Background: an optimization exercise with open tools, aiming at small area. Do not read the settings as production practice. RTL that was checked went through simulation tests only; none was proved equivalent to the original. Function not checked in run 1: the RTL went through the layout flow alone.

--- flow/run.sh ---
#!/bin/bash
# synth_recipe.tcl (not shown) runs the flow's synth.tcl, then flattens the netlist and writes it again
# the make line also repeats each setting of config.mk as NAME=value (left out here)
make -C /OpenROAD-flow-scripts/flow DESIGN_CONFIG=/design/flow/config.mk WORK_HOME=/design/flow/orfs CLKGATE_MAP_FILE= SYNTH_SCRIPT=/design/flow/synth_recipe.tcl finish
--- flow/design.v ---
`timescale 1ns / 1ps
module note_key(freq, key);
    input [11:0] freq;
    output [4:0] key;
    assign key = {freq[5:3], freq[1:0]};
endmodule
module display(freq, segOut);
    input [11:0] freq;
    output [6:0] segOut;
    wire [4:0] key;
    note_key nk (.freq(freq), .key(key));
    seg_table st (.key(key), .seg(segOut));
endmodule
module seg_table(key, seg);
    input [4:0] key;
    output [6:0] seg;
    assign seg[0] = (key[1] & key[3]) | (~key[0] & ~key[3] & key[4]);
    assign seg[1] = (key[0] & ~key[1]) | (key[1] & key[2]) | (key[1] & ~key[3] & ~key[4]) | (key[0] & key[4]);
    assign seg[2] = (key[0] & ~key[1]) | (key[0] & key[2]) | (key[1] & ~key[3] & ~key[4]);
    assign seg[3] = (key[0] & key[2] & key[4]) | (key[2] & key[3]);
    assign seg[4] = (~key[0] & ~key[1] & ~key[3]);
    assign seg[5] = (key[1] & key[3] & ~key[4]) | (~key[0] & ~key[2] & key[4]);
    assign seg[6] = (key[1] & ~key[2] & ~key[3] & ~key[4]) | (key[0] & ~key[3] & ~key[4]);
endmodule
module half_table(key, half);
    input [4:0] key;
    output [11:0] half;
    assign half[0] = (key[1] & key[3] & ~key[4]) | (key[0] & key[2] & key[4]) | (~key[1] & ~key[3] & ~key[4]) | (~key[0] & key[1] & key[2] & ~key[4]);
    assign half[1] = (~key[0] & key[1] & key[2] & ~key[4]) | (~key[1] & ~key[3]);
    assign half[2] = (~key[0] & ~key[2]) | (~key[0] & ~key[3] & key[4]) | (~key[1] & ~key[2]) | (key[0] & key[1] & key[2] & ~key[4]);
    assign half[3] = (key[2] & ~key[3] & ~key[4]) | (key[0] & key[3]) | (key[0] & key[1]);
    assign half[4] = (~key[0] & ~key[2] & ~key[4]) | (~key[0] & key[2] & key[4]) | (key[0] & key[2] & ~key[4]) | (~key[1] & ~key[3]);
    assign half[5] = (~key[3] & ~key[4]) | (~key[0]) | (key[1] & key[4]);
    assign half[6] = (~key[0] & key[2]) | (key[0] & ~key[2]) | (~key[0] & ~key[4]);
    assign half[7] = (~key[0] & key[1] & key[2]) | (~key[1] & ~key[4]) | (key[0] & ~key[3] & ~key[4]) | (~key[2] & key[4]);
    assign half[8] = (key[0] & ~key[1]) | (key[1] & key[3]) | (~key[0] & ~key[2] & ~key[4]) | (key[1] & key[2]);
    assign half[9] = (key[1] & ~key[2] & ~key[3]) | (key[1] & key[4]) | (key[0] & ~key[3]);
    assign half[10] = (key[3] & key[4]) | (key[0] & key[3]) | (~key[0] & key[2] & ~key[3] & ~key[4]) | (key[1] & ~key[2]);
    assign half[11] = (key[0] & key[2] & key[4]) | (~key[1] & ~key[2]) | (~key[0] & key[3] & ~key[4]) | (key[0] & ~key[2] & ~key[4]);
endmodule
module period_table(key, period);
    input [4:0] key;
    output [12:0] period;
    assign period[0] = (key[0] & ~key[2] & ~key[3] & ~key[4]) | (~key[1] & key[2] & ~key[4]) | (~key[0] & ~key[2] & key[4]);
    assign period[1] = (key[1] & key[3] & ~key[4]) | (key[0] & key[2] & key[4]) | (~key[1] & ~key[3] & ~key[4]) | (~key[0] & key[1] & key[2] & ~key[4]);
    assign period[2] = (~key[0] & key[1] & key[2] & ~key[4]) | (~key[1] & ~key[3]);
    assign period[3] = (~key[0] & ~key[2]) | (~key[0] & ~key[3] & key[4]) | (~key[1] & ~key[2]) | (key[0] & key[1] & key[2] & ~key[4]);
    assign period[4] = (key[2] & ~key[3] & ~key[4]) | (key[0] & key[3]) | (key[0] & key[1]);
    assign period[5] = (~key[0] & ~key[2] & ~key[4]) | (~key[0] & key[2] & key[4]) | (key[0] & key[2] & ~key[4]) | (~key[1] & ~key[3]);
    assign period[6] = (~key[3] & ~key[4]) | (~key[0]) | (key[1] & key[4]);
    assign period[7] = (~key[0] & key[2]) | (key[0] & ~key[2]) | (~key[0] & ~key[4]);
    assign period[8] = (~key[0] & key[1] & key[2]) | (~key[1] & ~key[4]) | (key[0] & ~key[3] & ~key[4]) | (~key[2] & key[4]);
    assign period[9] = (key[0] & ~key[1]) | (key[1] & key[3]) | (~key[0] & ~key[2] & ~key[4]) | (key[1] & key[2]);
    assign period[10] = (key[1] & ~key[2] & ~key[3]) | (key[1] & key[4]) | (key[0] & ~key[3]);
    assign period[11] = (key[3] & key[4]) | (key[0] & key[3]) | (~key[0] & key[2] & ~key[3] & ~key[4]) | (key[1] & ~key[2]);
    assign period[12] = (key[0] & key[2] & key[4]) | (~key[1] & ~key[2]) | (~key[0] & key[3] & ~key[4]) | (key[0] & ~key[2] & ~key[4]);
endmodule
module sine_consts(key, d, c1, c3, t1, t2, t3);
    input [4:0] key;
    output [10:0] d;
    output [22:0] c1;
    output [6:0] c3;
    output [10:0] t1;
    output [10:0] t2;
    output [10:0] t3;
    assign d[0] = (key[0] & key[2] & key[4]) | (~key[0] & key[3]) | (~key[0] & key[1] & ~key[2]);
    assign d[1] = (~key[0] & key[1] & key[2]) | (~key[0] & key[2] & ~key[4]) | (key[1] & ~key[2] & ~key[4]);
    assign d[2] = (~key[2] & ~key[3]) | (~key[1] & ~key[3]) | (key[0] & key[4]);
    assign d[3] = (key[0] & key[2] & key[4]) | (key[0] & ~key[1] & key[2]) | (key[2] & key[3] & key[4]) | (~key[2] & ~key[4]) | (~key[0] & ~key[2]);
    assign d[4] = (~key[0] & key[1] & ~key[2]) | (~key[0] & ~key[1] & key[2] & ~key[4]) | (key[0] & key[1] & ~key[4]);
    assign d[5] = (key[2] & key[3] & key[4]) | (~key[1] & ~key[2] & ~key[4]) | (key[0] & ~key[2] & ~key[4]) | (key[1] & key[2] & ~key[4]);
    assign d[6] = (key[0] & ~key[1]) | (~key[0] & key[1] & key[2]) | (key[2] & key[3]) | (~key[0] & key[1] & ~key[4]);
    assign d[7] = (key[0] & ~key[1]) | (key[0] & key[4]) | (key[0] & ~key[2] & ~key[3]) | (~key[0] & key[2] & ~key[4]);
    assign d[8] = (key[0] & ~key[1]) | (key[2] & key[4]) | (key[2] & ~key[3]) | (~key[1] & ~key[2]);
    assign d[9] = (key[0] & key[4]) | (~key[0] & ~key[2]) | (~key[0] & key[3] & ~key[4]);
    assign d[10] = (key[0] & ~key[2] & ~key[4]);
    assign c1[0] = (key[1] & key[3]) | (key[3] & ~key[4]) | (~key[1] & ~key[2] & ~key[4]) | (key[0] & key[2] & ~key[4]);
    assign c1[1] = (key[1] & key[3]) | (key[1] & key[4]) | (~key[1] & key[2] & ~key[3]);
    assign c1[2] = (key[3] & key[4]) | (~key[1] & ~key[2]) | (~key[0] & key[3]) | (key[0] & ~key[3] & ~key[4]) | (~key[0] & key[4]);
    assign c1[3] = (key[0] & ~key[1]) | (key[2] & key[4]) | (key[1] & ~key[2] & ~key[3] & ~key[4]) | (key[3] & key[4]) | (~key[0] & key[2] & ~key[3]);
    assign c1[4] = (key[3] & key[4]) | (~key[0] & key[1] & key[2]) | (key[0] & ~key[4]) | (~key[2] & ~key[4]);
    assign c1[5] = (~key[3] & key[4]) | (~key[1] & key[2] & ~key[4]) | (key[0]) | (key[1] & ~key[2]);
    assign c1[6] = (key[2] & key[3]) | (key[1] & key[4]) | (~key[0] & key[1]);
    assign c1[7] = (key[2] & key[4]) | (key[0] & ~key[2] & ~key[3]) | (~key[0] & key[3]);
    assign c1[8] = (key[0] & key[2] & key[4]) | (~key[0] & ~key[2] & ~key[4]) | (key[0] & ~key[1] & key[2]) | (key[2] & key[3] & key[4]) | (~key[0] & key[1] & ~key[4]);
    assign c1[9] = (key[0] & ~key[2] & ~key[3]) | (~key[1] & key[2] & ~key[3]);
    assign c1[10] = (key[1] & ~key[4]) | (key[0] & key[2]) | (~key[1] & ~key[2]);
    assign c1[11] = (key[0] & ~key[1]) | (~key[2] & ~key[3]) | (~key[0] & ~key[4]);
    assign c1[12] = (key[1] & ~key[2] & ~key[3] & ~key[4]) | (key[0] & ~key[2] & key[4]) | (~key[0] & key[2] & ~key[3] & ~key[4]);
    assign c1[13] = (key[3]) | (~key[0] & key[1] & key[2]) | (key[1] & ~key[4]) | (~key[1] & ~key[2]);
    assign c1[14] = (key[0] & ~key[1]) | (key[2] & ~key[3] & ~key[4]) | (key[3] & key[4]) | (~key[0] & key[1]) | (key[0] & ~key[3] & ~key[4]);
    assign c1[15] = (key[0] & ~key[1]) | (~key[0] & key[1] & key[2]) | (key[0] & key[2] & ~key[4]) | (~key[0] & key[3] & ~key[4]) | (~key[0] & key[1] & ~key[4]);
    assign c1[16] = (key[3] & key[4]) | (key[0] & ~key[4]) | (key[1] & key[2] & ~key[4]);
    assign c1[17] = (key[2] & ~key[3] & key[4]) | (key[3] & ~key[4]) | (~key[0] & key[1] & ~key[2]);
    assign c1[18] = (~key[0] & ~key[2] & key[4]) | (~key[1] & ~key[2] & ~key[4]) | (~key[0] & key[3]) | (key[0] & key[1] & ~key[4]);
    assign c1[19] = (key[3] & key[4]) | (key[1] & ~key[2]) | (~key[1] & key[2] & ~key[3]);
    assign c1[20] = (~key[3] & key[4]) | (~key[2] & key[4]) | (~key[0] & ~key[2]) | (~key[0] & key[3] & ~key[4]) | (key[0] & key[1] & key[2]);
    assign c1[21] = (key[0] & ~key[1] & key[2]) | (key[2] & ~key[3] & ~key[4]) | (~key[0] & key[2] & key[4]);
    assign c1[22] = 1'b0;
    assign c3[0] = (key[0] & ~key[1]) | (key[0] & key[2] & key[4]) | (~key[0] & key[1] & key[2] & ~key[4]);
    assign c3[1] = (~key[0] & ~key[2] & key[4]) | (~key[1] & ~key[2] & ~key[4]) | (key[2] & key[3]) | (key[0] & key[2] & ~key[4]);
    assign c3[2] = (~key[0] & key[1] & ~key[2]) | (key[3] & key[4]) | (key[0] & key[1] & key[2] & ~key[4]);
    assign c3[3] = (key[0] & ~key[1] & ~key[4]) | (~key[0] & key[1] & key[2] & ~key[4]);
    assign c3[4] = (key[2] & key[3] & key[4]) | (~key[1] & key[2] & ~key[3]);
    assign c3[5] = (~key[0] & key[1] & key[2] & key[4]) | (key[0] & key[1] & key[2] & ~key[4]);
    assign c3[6] = 1'b0;
    assign t1[0] = (~key[0] & key[3] & ~key[4]);
    assign t1[1] = (key[1] & key[3] & ~key[4]) | (key[0] & key[2] & key[4]) | (~key[0] & ~key[2] & key[4]);
    assign t1[2] = (key[2] & key[4]) | (~key[0] & ~key[1] & ~key[3]) | (key[3] & key[4]);
    assign t1[3] = (key[0] & ~key[1] & ~key[4]) | (key[1] & ~key[2] & ~key[3] & ~key[4]) | (key[0] & key[2] & key[4]);
    assign t1[4] = (~key[2] & ~key[3] & key[4]) | (key[1] & ~key[4]) | (key[0] & key[2]);
    assign t1[5] = (~key[0] & ~key[1] & ~key[3]) | (key[1] & ~key[2] & ~key[3]) | (key[0] & key[3] & ~key[4]);
    assign t1[6] = (~key[1]) | (~key[0] & ~key[2]) | (~key[0] & ~key[4]) | (~key[2] & ~key[4]);
    assign t1[7] = (key[3] & key[4]) | (~key[0] & key[2] & key[4]);
    assign t1[8] = (key[0] & key[2] & ~key[3] & ~key[4]) | (~key[0] & ~key[1] & ~key[4]);
    assign t1[9] = 1'b0;
    assign t1[10] = 1'b0;
    assign t2[0] = (key[1] & key[3]) | (~key[1] & ~key[2] & ~key[4]) | (key[0] & key[2]);
    assign t2[1] = (key[0] & key[2] & key[4]) | (key[1] & ~key[2] & key[4]) | (~key[0] & key[1] & ~key[4]) | (~key[0] & key[3]);
    assign t2[2] = (~key[0] & key[2] & ~key[4]) | (key[3] & key[4]) | (~key[0] & ~key[1]) | (key[0] & ~key[3] & ~key[4]);
    assign t2[3] = (key[1] & ~key[2] & ~key[3] & ~key[4]) | (key[3] & key[4]) | (~key[0] & key[1] & key[2]);
    assign t2[4] = (key[2] & key[4]) | (key[1] & key[3] & ~key[4]) | (~key[0] & key[2] & ~key[3]) | (~key[0] & key[1] & ~key[4]);
    assign t2[5] = (key[0] & ~key[1]) | (key[0] & key[2] & key[4]) | (~key[2] & ~key[3] & key[4]) | (~key[1] & key[4]) | (key[0] & ~key[2] & ~key[4]) | (~key[1] & key[2] & ~key[3]);
    assign t2[6] = (~key[0] & key[2]) | (~key[3] & key[4]) | (~key[1]) | (key[0] & ~key[2] & ~key[4]);
    assign t2[7] = (~key[0] & key[2] & ~key[4]) | (~key[0] & ~key[2] & key[4]) | (key[2] & key[3]);
    assign t2[8] = (~key[1] & ~key[2]) | (key[0] & key[1] & key[2]);
    assign t2[9] = (key[1] & key[3] & key[4]) | (key[0] & ~key[2] & ~key[3] & ~key[4]) | (~key[0] & key[3] & ~key[4]);
    assign t2[10] = 1'b0;
    assign t3[0] = (key[0] & ~key[1]) | (key[3] & ~key[4]) | (~key[0] & key[1] & key[2]) | (key[2] & ~key[4]);
    assign t3[1] = (~key[3] & key[4]) | (key[2] & key[3] & ~key[4]) | (~key[0] & key[1]);
    assign t3[2] = (key[1] & key[3]) | (~key[0] & ~key[2]) | (~key[0] & key[3] & ~key[4]) | (key[0] & key[4]);
    assign t3[3] = (key[0] & ~key[2] & ~key[3]) | (~key[0] & key[1] & key[2] & ~key[4]) | (key[3] & key[4]) | (~key[0] & key[3]);
    assign t3[4] = (key[0] & ~key[2] & ~key[3]) | (key[3] & ~key[4]) | (~key[0] & key[2] & ~key[3]);
    assign t3[5] = (~key[1] & key[4]) | (~key[0] & key[4]) | (~key[0] & key[1] & ~key[2]);
    assign t3[6] = (key[1] & ~key[2] & ~key[3] & ~key[4]) | (key[0] & ~key[3] & ~key[4]) | (~key[0] & key[3] & ~key[4]);
    assign t3[7] = (key[0] & ~key[3] & key[4]) | (key[1] & ~key[2] & ~key[3]) | (key[0] & key[3] & ~key[4]);
    assign t3[8] = (key[1] & key[3] & ~key[4]) | (key[0] & key[2] & key[4]) | (key[2] & key[3] & key[4]) | (~key[0] & ~key[2] & key[4]) | (~key[0] & key[1] & ~key[4]);
    assign t3[9] = (key[0] & ~key[2] & ~key[4]) | (~key[0] & key[3] & ~key[4]);
    assign t3[10] = 1'b0;
endmodule
`timescale 1ns / 1ps
module osc_square(freq, clk, rst, sq);
    input [11:0] freq;
    input clk;
    input rst;
    output reg sq;           
    reg [11:0] cycleCount;
    wire [4:0] key;
    wire [11:0] half;
    note_key nk (.freq(freq), .key(key));
    half_table ht (.key(key), .half(half));
    wire reached;            
    add_rc #(12) cmp (.a(cycleCount), .b(~half), .ci(1'b1), .s(), .co(reached));
    wire [11:0] cnt1;
    inc_rc #(12) inc (.a(cycleCount), .ci(1'b1), .s(cnt1), .co());
    always @(posedge clk) begin
        if (rst) begin
            sq <= 1'b1;
            cycleCount <= 0;
        end else if (reached) begin
            sq <= ~sq;
            cycleCount <= 0;
        end else begin
            cycleCount <= cnt1;
        end
    end
endmodule
`timescale 1ns / 1ps
module osc_tri_saw(freq, clk, rst, q, X, valid);
    input [11:0] freq;
    input clk;
    input rst;
    output [12:0] q;
    output X;
    output valid;
    reg [12:0] cc;
    reg [4:0] ckey;
    wire [4:0] key;
    wire [12:0] pnow, period;
    note_key nk (.freq(freq), .key(key));
    period_table ptn (.key(key), .period(pnow));
    period_table ptc (.key(ckey), .period(period));
    wire [12:0] cnext;
    wire wrap;
    inc_rc #(13) inc (.a(cc), .ci(1'b1), .s(cnext), .co());
    add_rc #(13) cmp (.a(cnext), .b(~pnow), .ci(1'b1), .s(), .co(wrap));
    always @(posedge clk) begin
        if (rst) begin
            cc <= 13'h1fff;
        end else begin
            cc <= wrap ? 13'd0 : cnext;
        end
        ckey <= key;
    end
    assign valid = ~&cc;
    wire [12:0] lo;
    wire z;
    inc_rc #(13) neg (.a(~cc), .ci(1'b1), .s(lo), .co(z));
    wire [12:0] np = ~period;
    wire [12:0] r [0:13];
    assign r[13] = ~lo & {13{~z}};
    genvar i;
    generate
        for (i = 12; i >= 0; i = i - 1) begin : st_
            div_step #(14, 13) ds (.a({r[i+1], lo[i]}), .nb({1'b1, np}), .q(q[i]), .r(r[i]));
        end
    endgenerate
    add_rc #(14) cmpx (.a({cc, 1'b0}), .b({1'b1, np}), .ci(1'b1), .s(), .co(X));
endmodule
`timescale 1ns / 1ps
module osc_sine(freq, clk, rst, sin);
    input [11:0] freq;
    input clk;
    input rst;
    output [15:0] sin;
    reg [31:0] s;
    reg [22:0] C1;
    reg [14:0] S2;
    reg [6:0] S3, C3;
    reg [10:0] r1, r2, r3, t1, t2, t3;
    reg [4:0] dkey;
    reg restart;
    wire [4:0] key;
    note_key nk (.freq(freq), .key(key));
    wire [10:0] d;
    wire [22:0] C1_0;
    wire [6:0] C3_0;
    wire [10:0] t1_0, t2_0, t3_0;
    sine_consts sc (.key(dkey), .d(d), .c1(C1_0), .c3(C3_0), .t1(t1_0), .t2(t2_0), .t3(t3_0));
    wire [31:0] se  = restart ? 32'd0 : s;
    wire [14:0] S2e = restart ? 15'd0 : S2;
    wire [6:0]  S3e = restart ? 7'd0  : S3;
    wire [10:0] r1e = restart ? 11'd0 : r1;
    wire [10:0] r2e = restart ? 11'd0 : r2;
    wire [10:0] r3e = restart ? 11'd0 : r3;
    wire [22:0] C1e = restart ? C1_0 : C1;
    wire [6:0]  C3e = restart ? C3_0 : C3;
    wire [10:0] t1e = restart ? t1_0 : t1;
    wire [10:0] t2e = restart ? t2_0 : t2;
    wire [10:0] t3e = restart ? t3_0 : t3;
    wire [11:0] d12 = {1'b0, d};
    wire sneg = se[31];
    wire cneg = C3e[6];
    wire S3neg = S3e[6];
    wire dc = cneg & (|t1e);
    wire ds = sneg & (|r1e);
    wire [31:0] Sn;
    add_rc #(32) a_s (.a(se), .b({{9{C1e[22]}}, C1e}), .ci(dc), .s(Sn), .co());
    wire [11:0] U1, M1;
    wire g1, g2;
    add_rc #(11) a_u1 (.a(r1e), .b(t2e), .ci(dc), .s(U1[10:0]), .co(U1[11]));
    add_rc #(12) a_m1 (.a(U1), .b(~d12), .ci(1'b1), .s(M1), .co(g1));
    wire [10:0] r1n = g1 ? M1[10:0] : U1[10:0];
    wire [11:0] U2, M2;
    add_rc #(11) a_u2 (.a(r2e), .b(t3e), .ci(g1), .s(U2[10:0]), .co(U2[11]));
    add_rc #(12) a_m2 (.a(U2), .b(~d12), .ci(1'b1), .s(M2), .co(g2));
    wire [10:0] r2n = g2 ? M2[10:0] : U2[10:0];
    wire [14:0] S2n;
    add_rc #(15) a_s2 (.a(S2e), .b({{8{C3e[6]}}, C3e}), .ci(g2), .s(S2n), .co());
    wire [11:0] V, AV;
    add_rc #(12) a_v (.a({1'b0, r3e}), .b({{5{C3e[6]}}, C3e}), .ci(g2), .s(V), .co());
    add_rc #(12) a_av (.a(V), .b(d12 ^ {12{~cneg}}), .ci(~cneg), .s(AV), .co());
    wire uv = cneg ? V[11] : ~AV[11];
    wire [10:0] r3n = uv ? AV[10:0] : V[10:0];
    wire [6:0] S3n;
    add_rc #(7) a_s3 (.a(S3e), .b({7{uv & cneg}}), .ci(uv & ~cneg), .s(S3n), .co());
    wire [11:0] B1;
    wire nb1, nb2;
    add_rc #(12) a_b1 (.a({1'b0, t1e}), .b(~{1'b0, r2e}), .ci(~ds), .s(B1), .co(nb1));
    wire [10:0] B1d;
    add_rc #(11) a_b1d (.a(B1[10:0]), .b(d), .ci(1'b0), .s(B1d), .co());
    wire [10:0] t1n = nb1 ? B1[10:0] : B1d;
    wire [22:0] C1n;
    add_rc #(23) a_c1 (.a(C1e), .b(~{{8{S2e[14]}}, S2e}), .ci(nb1), .s(C1n), .co());
    wire [11:0] B2;
    add_rc #(12) a_b2 (.a({1'b0, t2e}), .b(~{1'b0, r3e}), .ci(nb1), .s(B2), .co(nb2));
    wire [10:0] B2d;
    add_rc #(11) a_b2d (.a(B2[10:0]), .b(d), .ci(1'b0), .s(B2d), .co());
    wire [10:0] t2n = nb2 ? B2[10:0] : B2d;
    wire [11:0] W, AW;
    add_rc #(12) a_w (.a({1'b0, t3e}), .b(~{{5{S3e[6]}}, S3e}), .ci(nb2), .s(W), .co());
    add_rc #(12) a_aw (.a(W), .b(d12 ^ {12{S3neg}}), .ci(S3neg), .s(AW), .co());
    wire uw = S3neg ? ~AW[11] : W[11];
    wire [10:0] t3n = uw ? AW[10:0] : W[10:0];
    wire [6:0] C3n;
    add_rc #(7) a_c3 (.a(C3e), .b({7{uw & ~S3neg}}), .ci(uw & S3neg), .s(C3n), .co());
    wire crossing = ~Sn[31] & sneg;
    always @(posedge clk) begin
        if (rst) begin
            s[31:16] <= 16'd0;
            restart <= 1'b1;
            dkey <= 5'b11100;    
        end else begin
            s[31:16] <= Sn[31:16];
            restart <= crossing;
            if (crossing) dkey <= key;
        end
        s[15:0] <= Sn[15:0];
        C1 <= C1n; S2 <= S2n; S3 <= S3n; C3 <= C3n;
        r1 <= r1n; r2 <= r2n; r3 <= r3n;
        t1 <= t1n; t2 <= t2n; t3 <= t3n;
    end
    assign sin = s[31:16];
endmodule
`timescale 1ns / 1ps
module sig_adder(clk, rst, sw, sq, q, X, saw_valid, sig_sine, sig);
    input clk;
    input rst;
    input [4:0] sw;
    input sq;
    input [12:0] q;
    input X;
    input saw_valid;
    input [15:0] sig_sine;
    output reg [15:0] sig;
    reg [15:0] sig_noise;
    wire [15:0] noise_next = { sig_noise[14:0], sig_noise[15] ^ sig_noise[14] ^ sig_noise[12] ^ sig_noise[3] };
    wire v1 = sw[1] & saw_valid;
    wire v2 = sw[2] & saw_valid;
    wire xb = X & v1;
    wire [15:0] a = {{3{xb}}, q & {13{v1}}};
    wire [15:0] b = {1'b0, (q ^ {13{X}}) & {13{v2}}, 2'b00};
    wire [15:0] c = v2 ? (sw[0] ? (sq ? 16'hF003 : 16'hD004) : 16'hE004)
                       : (sw[0] ? (sq ? 16'h0FFF : 16'hF000) : 16'h0000);
    wire [15:0] d = sw[3] ? sig_sine : 16'd0;
    wire [15:0] e = sw[4] ? noise_next : 16'd0;
    wire [15:0] s1 = a ^ b ^ c;
    wire [15:0] c1 = {(a[14:0] & b[14:0]) | (a[14:0] & c[14:0]) | (b[14:0] & c[14:0]), 1'b0};
    wire [15:0] s2 = s1 ^ c1 ^ d;
    wire [15:0] c2 = {(s1[14:0] & c1[14:0]) | (s1[14:0] & d[14:0]) | (c1[14:0] & d[14:0]), 1'b0};
    wire [15:0] s3 = s2 ^ c2 ^ e;
    wire [15:0] c3 = {(s2[14:0] & c2[14:0]) | (s2[14:0] & e[14:0]) | (c2[14:0] & e[14:0]), 1'b0};
    wire [15:0] sum;
    add_rc #(16) fin (.a(s3), .b(c3), .ci(xb), .s(sum), .co());
    always @(posedge clk) begin
        if (rst) begin
            sig <= 0;
            sig_noise <= 773;
        end else begin
            sig <= sum;
            if (sw[4]) sig_noise <= noise_next;
        end
    end
endmodule
`timescale 1ns / 1ps
module synthesizer(clk, rst, sw, freq, sig, seg);
    input clk;           
    input rst;           
    input [4:0] sw;      
    input [11:0] freq;   
    output [15:0] sig;   
    output [6:0] seg;    
    wire sq;
    wire [12:0] saw_q;
    wire saw_x, saw_valid;
    wire [15:0] sig_sine;
    display disp_ (.freq(freq), .segOut(seg));
    osc_square squosc_ (.freq(freq), .clk(clk), .rst(rst), .sq(sq));
    osc_tri_saw trisawsc_ (.freq(freq), .clk(clk), .rst(rst),
                           .q(saw_q), .X(saw_x), .valid(saw_valid));
    osc_sine sinesc_ (.freq(freq), .clk(clk), .rst(rst), .sin(sig_sine));
    sig_adder sigadd_ (.clk(clk), .rst(rst), .sw(sw), .sq(sq), .q(saw_q),
                       .X(saw_x), .saw_valid(saw_valid), .sig_sine(sig_sine), .sig(sig));
endmodule
module add_rc #(parameter W = 8) (a, b, ci, s, co);
    input [W-1:0] a, b;
    input ci;
    output [W-1:0] s;
    output co;
    wire [W:0] c;
    assign c[0] = ci;
    genvar i;
    generate
        for (i = 0; i < W; i = i + 1) begin : bit_
            assign s[i] = a[i] ^ b[i] ^ c[i];
            assign c[i+1] = (a[i] & b[i]) | (c[i] & (a[i] ^ b[i]));
        end
    endgenerate
    assign co = c[W];
endmodule
module inc_rc #(parameter W = 8) (a, ci, s, co);
    input [W-1:0] a;
    input ci;
    output [W-1:0] s;
    output co;
    wire [W:0] c;
    assign c[0] = ci;
    genvar i;
    generate
        for (i = 0; i < W; i = i + 1) begin : bit_
            assign s[i] = a[i] ^ c[i];
            assign c[i+1] = a[i] & c[i];
        end
    endgenerate
    assign co = c[W];
endmodule
module div_step #(parameter W = 8, parameter R = 8) (a, nb, q, r);
    input [W-1:0] a, nb;
    output q;
    output [R-1:0] r;
    wire [W-1:0] d;
    add_rc #(W) sub (.a(a), .b(nb), .ci(1'b1), .s(d), .co(q));
    assign r = q ? d[R-1:0] : a[R-1:0];
endmodule
--- flow/config.mk ---
export PLATFORM = sky130hd
export DESIGN_NAME = synthesizer
export DESIGN_NICKNAME = synthesizer
export VERILOG_FILES = /design/flow/design.v
export SDC_FILE = /design/flow/constraint.sdc
export NUM_CORES = 4
export LEC_CHECK = 0
export CAP_MARGIN = 5
export CORE_MARGIN = 2
export CORE_UTILIZATION = 60
export CTS_BUF_LIST = sky130_fd_sc_hd__clkbuf_4 sky130_fd_sc_hd__clkbuf_8
export PLACE_DENSITY = 0.75
export SLEW_MARGIN = 5
--- flow/constraint.sdc ---
create_clock -name core_clock -period 500.0 [get_ports {clk}]
set_input_delay 100.0000 -clock core_clock [delete_from_list [all_inputs] [get_ports {clk}]]
set_output_delay 100.0000 -clock core_clock [all_outputs]
set_load 0.01 [all_outputs]
==> flow_summary.json, run 1 <==
{
  "status": "complete, no violations",
  "timing.rr.start": "trisawsc_.cc[0]",
  "critical_path.endpoint": "seg[5]",
  "fin_setup_tns_ps": 0,
  "r2r_slack_ps": 419840,
  "hp-start": "sigadd_.sig_noise[9]",
  "yosysSeqAreaShare": 0.193,
  "grt_pass1_wl_um": 87400,
  "ant_nets": 0,
  "antenna_cells": 0,
  "critPathLaunchType": "primary input",
  "final-hold-violation-count": 0,
  "cts_hold_buf": 0,
  "rsz0062_at_grt": "false",
  "via_per_inst": 5.60,
  "drtIter0Drc": 920,
  "synth-seq-cells": 219,
  "gp_congestion": 0.916,
  "core_mm2": 0.0375,
  "final_core_util": 0.651,
  "cts_resized": 0,
  "min_period_ps": 202270,
  "yosysTopAreaCell": "fa_1",
  "syn_avg_cell_area_um2": 9.84,
  "htree_levels": 2,
  "worst_hold_slack_ps": 466,
  "postRouteWirelength_um": 51200,
  "io_buffers": 34,
  "ys_types": 80,
  "cts_setup_buffers": 0,
  "cpPeakStageDelay_ps": 770,
  "min_path_type": "reg2reg",
  "wl_met2_um": 25100,
  "clockBufferDepth": 3,
  "synthArstFlopShare": 0,
  "synthToLayoutAreaGrowth_pct": 7.44,
  "period_share": 0.405,
  "top_layer_used": "met4",
  "maxSlewHeadroom": 0.199,
  "clkLatencyLatePin_ps": 620,
  "path_clk_slew_ps": 60,
  "first_global_vias": 17097,
  "dieHeight_um": 199,
  "crit_start": "freq[0]",
  "max_cap_viol_count": 0,
  "fp.dieW_um": 199,
  "initial_utilization": 0.606,
  "yosys_warnings": 4,
  "netlist.area_leader.share": 0.355,
  "most-common-layout-cells": "fa_1, inv_1, dfxtp_1, nand2_1, nor2_1",
  "finalNetCount": 2847,
  "path_cells": "clkdlybuf4s50_1 > clkinv_1 > ha_1 > nand2_1 > o31ai_1 > clkdlybuf4s50_1",
  "path_max_fanout": 12,
  "post-dp-hpwl_um": 40300,
  "numCtsBuffers": 41,
  "critPathArrivalTime_ps": 102270,
  "wl_met1_um": 21600,
  "met3_length_um": 2590,
  "timing.fmax_mhz": 4.94,
  "critPathSlowestCell": "clkdlybuf4s50_1",
  "cts_tree": "done",
  "syn_nets": 2840,
  "whs_path_depth": 1,
  "num_vias": 15975,
  "path_class": "in2out",
  "timing.rr.end": "sigadd_.sig[15]",
  "drc": 0,
  "crit_top_cell": "clkdlybuf4s50_1",
  "syn_area_mm2": 0.0227,
  "drt-pass1-iter-count": 5,
  "synthCells": 2306,
  "tightest_slew_ps": 1190,
  "row_count": 71,
  "finalMaxSlewViolations": 0,
  "overflow": 0,
  "antenna_found_initial": 0,
  "dieArea_mm2": 0.0394,
  "synth_flop_cell": "dfxtp_1",
  "clock_sinks": 219,
  "setup_viol": 0,
  "worstSetupEndpointType": "output port",
  "drive_gt1_frac": 0.112,
  "gr-usage-all-layers": 0.282,
  "cts_root_buf": "clkbuf_8",
  "grt_max_degree": 69,
  "io_pins": 42,
  "final_common_cell": "fa_1",
  "final.setup_skew_ps": 53.4,
  "r2r_cells": 266,
  "synth_edf_count": 0,
  "required_ps": 400000,
  "wire_per_inst_um": 17.9,
  "yosys-top-cells-area": "fa_1, dfxtp_1, ha_1"
}
-- state kept, by name, summed over array words and instances (netlist names), 5 cells and up --
signal and cells:
sinesc_.s 32, sinesc_.r2 11, sinesc_.S2 15, sigadd_.sig 16
sinesc_.t3 11, sinesc_.C1 23, sinesc_.t2 11, sinesc_.dkey 5
sinesc_.S3 7, sigadd_.sig_noise 16, sinesc_.C3 7, sinesc_.r3 11
sinesc_.r1 11, sinesc_.t1 11, trisawsc_.cc 13, trisawsc_.ckey 5
squosc_.cycleCount 12
-- metal layers --
layer	vias to the layer above	GRT usage
met1	7990	0.373
li1	7423	-
met2	444	0.476
met5	-	0
met3	118	0.0370
met4	0	0.109
-- layout make-up --
type	instances	area [um^2]
clock inverter	8	50.0
tap	511	639
fill	3064	13100
clock buffer	66	827
sequential	219	4390
timing repair buffer	65	568
inverter	330	1240
multi-input combinational	1656	16700
-- how the worst min path moves through the flow --
stage                      endpoint  slack (ps)
6_report       sigadd_.sig_noise[9]         470
5_1_grt        sigadd_.sig_noise[8]         490
4_1_cts        sigadd_.sig_noise[9]         470
3_5_place_dp   sigadd_.sig_noise[8]         450
3_3_place_gp   sigadd_.sig_noise[8]         440
2_1_floorplan  sigadd_.sig_noise[8]         430
-- through the flow --
stage          setup WS, ps  instances  area, um^2
6_report             297730       2855       24400
5_1_grt              297630       2855       24400
4_1_cts              297800       2855       24400
3_5_place_dp         297810       2781       23500
3_3_place_gp         297820       2781       23500
2_1_floorplan        299040       2306       22700
-- logic make-up (layout without fill, tap and decap cells) --
logic type,after synthesis,after routing,share of synthesized area
buf+inv,431,469,0.0725
xor+xnor,63,63,0.0243
flops,219,219,0.193
mux,146,146,0.0726
compound gates,363,363,0.104
fa+ha+maj,515,515,0.417
simple gates,569,569,0.116
-- cells in the mapped netlist (4+ instances only) --
cell type    n
xnor2_1     52
o41ai_1      4
a221oi_1     4
a22oi_1      5
mux2_2     110
nand2_1    213
nor3_1      24
clkinv_1     5
nand3b_1     4
buf_2        5
nand3_1     11
o211ai_1    10
o2111ai_1    4
a31oi_1     12
o22a_1       6
nor2b_1     67
clkbuf_1    76
buf_1       17
xor2_1      11
mux2i_1     26
and3_1       4
a211oi_1     6
a21oi_1    124
nor2_1     154
o21a_1      29
a21boi_0     5
o2bb2ai_1    5
inv_1      324
nand4_1      4
a211o_1      5
a21o_1      24
mux2_4       7
o21ai_0     69
or2_2       13
fa_1       403
dfxtp_1    219
and2_1      33
o22ai_1      8
ha_1       112
nand2b_1    23
-- critical path: cells and delay by family --
| family | cells | cell delay, ps |
|---|---|---|
| buffers and inverters | 3 | 1680 |
| adder cells (fa/ha/maj) | 1 | 370 |
| AND/OR/NAND/NOR | 1 | 110 |
| AO/OA/AOI/OAI | 1 | 110 |
==> run 2: changes to the inputs <==
--- a/flow/design.v
+++ b/flow/design.v
@@ -166,12 +166,12 @@
     end
 endmodule
 `timescale 1ns / 1ps
-module osc_tri_saw(freq, clk, rst, q, X, valid);
+module osc_tri_saw(freq, clk, rst, sig_saw, sig_tri, valid);
     input [11:0] freq;
     input clk;
     input rst;
-    output [12:0] q;
-    output X;
+    output [15:0] sig_saw;
+    output [15:0] sig_tri;
     output valid;
     reg [12:0] cc;
     reg [4:0] ckey;
@@ -193,19 +193,30 @@
         ckey <= key;
     end
     assign valid = ~&cc;
-    wire [12:0] lo;
-    wire z;
-    inc_rc #(13) neg (.a(~cc), .ci(1'b1), .s(lo), .co(z));
+    wire [12:0] cinv = ~cc;
+    wire [12:0] hi, lo;
+    wire nz;
+    inc_rc #(13) neg (.a(cinv), .ci(1'b1), .s(lo), .co());      
+    add_rc #(13) dec (.a(cc), .b(13'h1fff), .ci(1'b0), .s(hi), .co(nz));   
     wire [12:0] np = ~period;
     wire [12:0] r [0:13];
-    assign r[13] = ~lo & {13{~z}};
+    wire [12:0] q;
+    assign r[13] = nz ? hi : 13'd0;
     genvar i;
     generate
         for (i = 12; i >= 0; i = i - 1) begin : st_
             div_step #(14, 13) ds (.a({r[i+1], lo[i]}), .nb({1'b1, np}), .q(q[i]), .r(r[i]));
         end
     endgenerate
+    wire X;
     add_rc #(14) cmpx (.a({cc, 1'b0}), .b({1'b1, np}), .ci(1'b1), .s(), .co(X));
+    wire [12:0] q1;
+    inc_rc #(13) incq (.a(q), .ci(1'b1), .s(q1), .co());
+    assign sig_saw = X ? {3'b111, q1} : {3'b000, q};
+    wire [12:0] mag = q ^ {13{X}};
+    wire [13:0] t;
+    add_rc #(14) tadd (.a({1'b0, mag}), .b(14'h3801), .ci(1'b0), .s(t), .co());
+    assign sig_tri = {t, 2'b00};
 endmodule
 `timescale 1ns / 1ps
 module osc_sine(freq, clk, rst, sin);
@@ -303,25 +314,21 @@
     assign sin = s[31:16];
 endmodule
 `timescale 1ns / 1ps
-module sig_adder(clk, rst, sw, sq, q, X, saw_valid, sig_sine, sig);
+module sig_adder(clk, rst, sw, sq, sig_saw, sig_tri, saw_valid, sig_sine, sig);
     input clk;
     input rst;
     input [4:0] sw;
     input sq;
-    input [12:0] q;
-    input X;
+    input [15:0] sig_saw;
+    input [15:0] sig_tri;
     input saw_valid;
     input [15:0] sig_sine;
     output reg [15:0] sig;
     reg [15:0] sig_noise;
     wire [15:0] noise_next = { sig_noise[14:0], sig_noise[15] ^ sig_noise[14] ^ sig_noise[12] ^ sig_noise[3] };
-    wire v1 = sw[1] & saw_valid;
-    wire v2 = sw[2] & saw_valid;
-    wire xb = X & v1;
-    wire [15:0] a = {{3{xb}}, q & {13{v1}}};
-    wire [15:0] b = {1'b0, (q ^ {13{X}}) & {13{v2}}, 2'b00};
-    wire [15:0] c = v2 ? (sw[0] ? (sq ? 16'hF003 : 16'hD004) : 16'hE004)
-                       : (sw[0] ? (sq ? 16'h0FFF : 16'hF000) : 16'h0000);
+    wire [15:0] a = sw[0] ? (sq ? 16'h0FFF : 16'hF000) : 16'd0;
+    wire [15:0] b = (sw[1] & saw_valid) ? sig_saw : 16'd0;
+    wire [15:0] c = (sw[2] & saw_valid) ? sig_tri : 16'd0;
     wire [15:0] d = sw[3] ? sig_sine : 16'd0;
     wire [15:0] e = sw[4] ? noise_next : 16'd0;
     wire [15:0] s1 = a ^ b ^ c;
@@ -331,7 +338,7 @@
     wire [15:0] s3 = s2 ^ c2 ^ e;
     wire [15:0] c3 = {(s2[14:0] & c2[14:0]) | (s2[14:0] & e[14:0]) | (c2[14:0] & e[14:0]), 1'b0};
     wire [15:0] sum;
-    add_rc #(16) fin (.a(s3), .b(c3), .ci(xb), .s(sum), .co());
+    add_rc #(16) fin (.a(s3), .b(c3), .ci(1'b0), .s(sum), .co());
     always @(posedge clk) begin
         if (rst) begin
             sig <= 0;
@@ -351,16 +358,15 @@
     output [15:0] sig;   
     output [6:0] seg;    
     wire sq;
-    wire [12:0] saw_q;
-    wire saw_x, saw_valid;
-    wire [15:0] sig_sine;
+    wire [15:0] sig_saw, sig_tri, sig_sine;
+    wire saw_valid;
     display disp_ (.freq(freq), .segOut(seg));
     osc_square squosc_ (.freq(freq), .clk(clk), .rst(rst), .sq(sq));
     osc_tri_saw trisawsc_ (.freq(freq), .clk(clk), .rst(rst),
-                           .q(saw_q), .X(saw_x), .valid(saw_valid));
+                           .sig_saw(sig_saw), .sig_tri(sig_tri), .valid(saw_valid));
     osc_sine sinesc_ (.freq(freq), .clk(clk), .rst(rst), .sin(sig_sine));
-    sig_adder sigadd_ (.clk(clk), .rst(rst), .sw(sw), .sq(sq), .q(saw_q),
-                       .X(saw_x), .saw_valid(saw_valid), .sig_sine(sig_sine), .sig(sig));
+    sig_adder sigadd_ (.clk(clk), .rst(rst), .sw(sw), .sq(sq), .sig_saw(sig_saw),
+                       .sig_tri(sig_tri), .saw_valid(saw_valid), .sig_sine(sig_sine), .sig(sig));
 endmodule
 module add_rc #(parameter W = 8) (a, b, ci, s, co);
     input [W-1:0] a, b;
==> flow/config.mk (replaced) <==
export PLATFORM = sky130hd
export DESIGN_NAME = synthesizer
export DESIGN_NICKNAME = synthesizer
export VERILOG_FILES = /design/flow/design.v
export SDC_FILE = /design/flow/constraint.sdc
export NUM_CORES = 4
export LEC_CHECK = 0
export CAP_MARGIN = 20
export CORE_MARGIN = 2
export CORE_UTILIZATION = 40
export PLACE_DENSITY = 0.6
export SLEW_MARGIN = 20
==> flow_summary.json, run 2 <==
{
  "drc": 0,
  "critPathBufInv": 3,
  "timing.fmax_mhz": 4.95,
  "syn_area_mm2": 0.0233,
  "period_share": 0.404,
  "dieHeight_um": 245,
  "rsz0062_at_grt": "false",
  "synthSimpleGateAreaFrac": 0.123,
  "maxSlewHeadroom": 0.305,
  "path_clk_slew_ps": 60,
  "postRouteWirelength_um": 54900,
  "synth-seq-cells": 219,
  "tightest_slew_ps": 1020,
  "synth_flop_cell": "dfxtp_1",
  "core_mm2": 0.0576,
  "top_regs": "sinesc_.s x32, sinesc_.C1 x23",
  "min_period_ps": 202120,
  "gp_congestion": 0.871,
  "most-common-layout-cells": "fa_1, inv_1, nand2_1, dfxtp_1, nor2_1",
  "ant_nets": 0,
  "fp.dieW_um": 245,
  "post-dp-hpwl_um": 43500,
  "required_ps": 400000,
  "yosysMostFrequentCell": "fa_1",
  "yosys-top-cells-area": "fa_1, dfxtp_1, ha_1",
  "synth-xor-area-share": 0.0245,
  "row_count": 88,
  "fin_cells": 3166,
  "io_pins": 42,
  "critical_path_depth": 6,
  "pre_cts_ws_ps": 297920,
  "grt_max_degree": 77,
  "timing.rr.end": "sigadd_.sig[15]",
  "synth-compound-area-share": 0.109,
  "status": "complete, no violations",
  "timing.rr.start": "trisawsc_.cc[0]",
  "yosys_warnings": 4,
  "synthArstFlopShare": 0,
  "wire_per_inst_um": 17.4,
  "top_register": "sinesc_.s",
  "first_global_vias": 17441,
  "synth_top_family_by_area": "adder cells",
  "nFillCells": 5494,
  "antenna_cells": 0,
  "crit_start": "freq[0]",
  "setup_slack_ps": 297890,
  "postPlaceCellArea_mm2": 0.0245,
  "syn_avg_cell_area_um2": 9.78,
  "r2r_slack_ps": 420150,
  "clockBufferDepth": 3,
  "clkLatencyLatePin_ps": 580,
  "critPathLaunchType": "primary input",
  "initial_utilization": 0.404,
  "htree_levels": 1,
  "synth.area.mux_share": 0.0663,
  "synthCells": 2379,
  "synth_common_cells": "fa_1, inv_1, nand2_1",
  "overflow": 0,
  "path_max_fanout": 13,
  "postLayoutCellArea_mm2": 0.0254,
  "critical_path.endpoint": "seg[5]",
  "drtIter0Drc": 1102,
  "syn_nets": 2933,
  "r2r_cells": 271,
  "gr-usage-all-layers": 0.194,
  "crit_top_cell": "clkdlybuf4s50_1",
  "largest_reg_flops": 32,
  "netlist.area_leader.share": 0.345,
  "clock_sinks": 219,
  "path_cells": "clkdlybuf4s50_1 > inv_1 > ha_1 > nand2_1 > o31ai_1 > clkdlybuf4s50_1",
  "cts_hold_buf": 0,
  "synthToLayoutAreaGrowth_pct": 9.19,
  "final_common_cell": "fa_1",
  "worstSetupEndpointType": "output port",
  "fin_setup_tns_ps": 0,
  "cpLargestDelayFamily": "buffers and inverters",
  "drive_gt1_frac": 0.101,
  "min_path_type": "reg2reg",
  "finalNetCount": 2934,
  "synth_edf_count": 0,
  "cts_resized": 0,
  "antenna_found_initial": 2,
  "cpPeakStageDelay_ps": 690,
  "critPathArrivalTime_ps": 102110,
  "finalMaxSlewViolations": 0,
  "grt_pass1_wl_um": 93500,
  "numCtsBuffers": 29,
  "synth_fa_ha_area_frac": 0.417,
  "via_per_inst": 5.16,
  "path_class": "in2out",
  "setup_viol": 0,
  "critPathSlowestCell": "clkdlybuf4s50_1",
  "yosysTopAreaCell": "fa_1",
  "final.setup_skew_ps": 29.4,
  "cts_root_buf": "clkbuf_16",
  "cts_setup_buffers": 0,
  "cts_tree": "done",
  "ys_types": 93,
  "dp_cells": 3114,
  "yosysSeqAreaShare": 0.188,
  "io_buffers": 34,
  "num_vias": 16323,
  "final-hold-violation-count": 0,
  "dieArea_mm2": 0.0601,
  "drt-pass1-iter-count": 5,
  "max_cap_viol_count": 0
}
==> run 2: kinds of logic after synthesis <==
| group | count (synthesis) |
|---|---|
| and+or+nand+nor | 607 |
| adders and majority gates | 535 |
| AOI/OAI and AO/OA | 375 |
| DFF | 219 |
| buffers and inverters | 439 |
| xor gates and xnor gates | 65 |
| muxes | 139 |
==> run 2: how the worst min path moves through the flow <==
stage                                      from                    end  slack, ps  cells past startpoint
after floorplan           squosc_.cycleCount[0]  squosc_.cycleCount[0]        430                      1
after global placement     sigadd_.sig_noise[8]   sigadd_.sig_noise[8]        440                      1
after detailed placement  squosc_.cycleCount[0]  squosc_.cycleCount[0]        450                      1
after CTS                 squosc_.cycleCount[0]  squosc_.cycleCount[0]        460                      1
after global routing      sigadd_.sig_noise[15]  sigadd_.sig_noise[15]        480                      2
final                      sigadd_.sig_noise[5]   sigadd_.sig_noise[5]        460                      2
==> run 2: per-stage QoR <==
stage | hold WS, ps | util
after detailed placement | 455 | 0.425
after floorplan | 426 | -
final | 462 | 0.441
after global placement | 441 | 0.425
after CTS | 463 | 0.441
after global routing | 478 | 0.441
==> run 2: final cells by class <==
class,count,area [um^2],area share
flip-flops and latches,219,4390,0.173
multi-input cells,1721,17200,0.677
well taps,765,957,0.0377
inverters,335,1260,0.0497
clock buffers,40,827,0.0325
repair buffers,74,636,0.0250
clock inverters,12,130,0.00512
==> run 2: metal layers <==
metal	part of all wire	track usage	vias up	wire, um
met5	0.00046	0	-	25
met2	0.49	0.331	322	26900
met4	0.027	0.0543	4	1470
met3	0.042	0.0254	99	2280
met1	0.44	0.258	8207	24200
li1	-	-	7691	-
==> run 2: worst min-delay path, cell delays in order, from the launching register on <==
cell and delay, ps:
dfxtp_1 310, nand2_1 60, a21oi_1 50

-- re-timing with driven ports --
The flow's constraints put no driver on any port. The routed layouts listed below were extracted and timed again, unchanged, in two steps. Step 1 (the two cells are an assumption about what drives the block):
set clk [get_ports {clk}]
set_driving_cell -lib_cell sky130_fd_sc_hd__clkbuf_16 $clk
set_driving_cell -lib_cell sky130_fd_sc_hd__buf_2 [delete_from_list [all_inputs] $clk]
Step 2 also shifts input and output timing later by t, the mid clock arrival at the registers, as if the neighbouring blocks saw the same clock. a / b / c = no drivers / after step 1 / after step 2; a / b = the first two.
| run | t (ns) | setup WS [ns] | worst slew at a driven data input, ns |
|---|---|---|---|
| run 1 | 0.643 | 297.734 / 297.713 / 297.713 | 0.04 |
| run 2 | 0.628 | 297.885 / 297.865 / 297.865 | 0.04 |
After both steps every run listed still meets setup and hold. For run 1, which loses most, drivers alone change the setup slack by -0.021 ns; drivers and shift together by -0.021 ns.
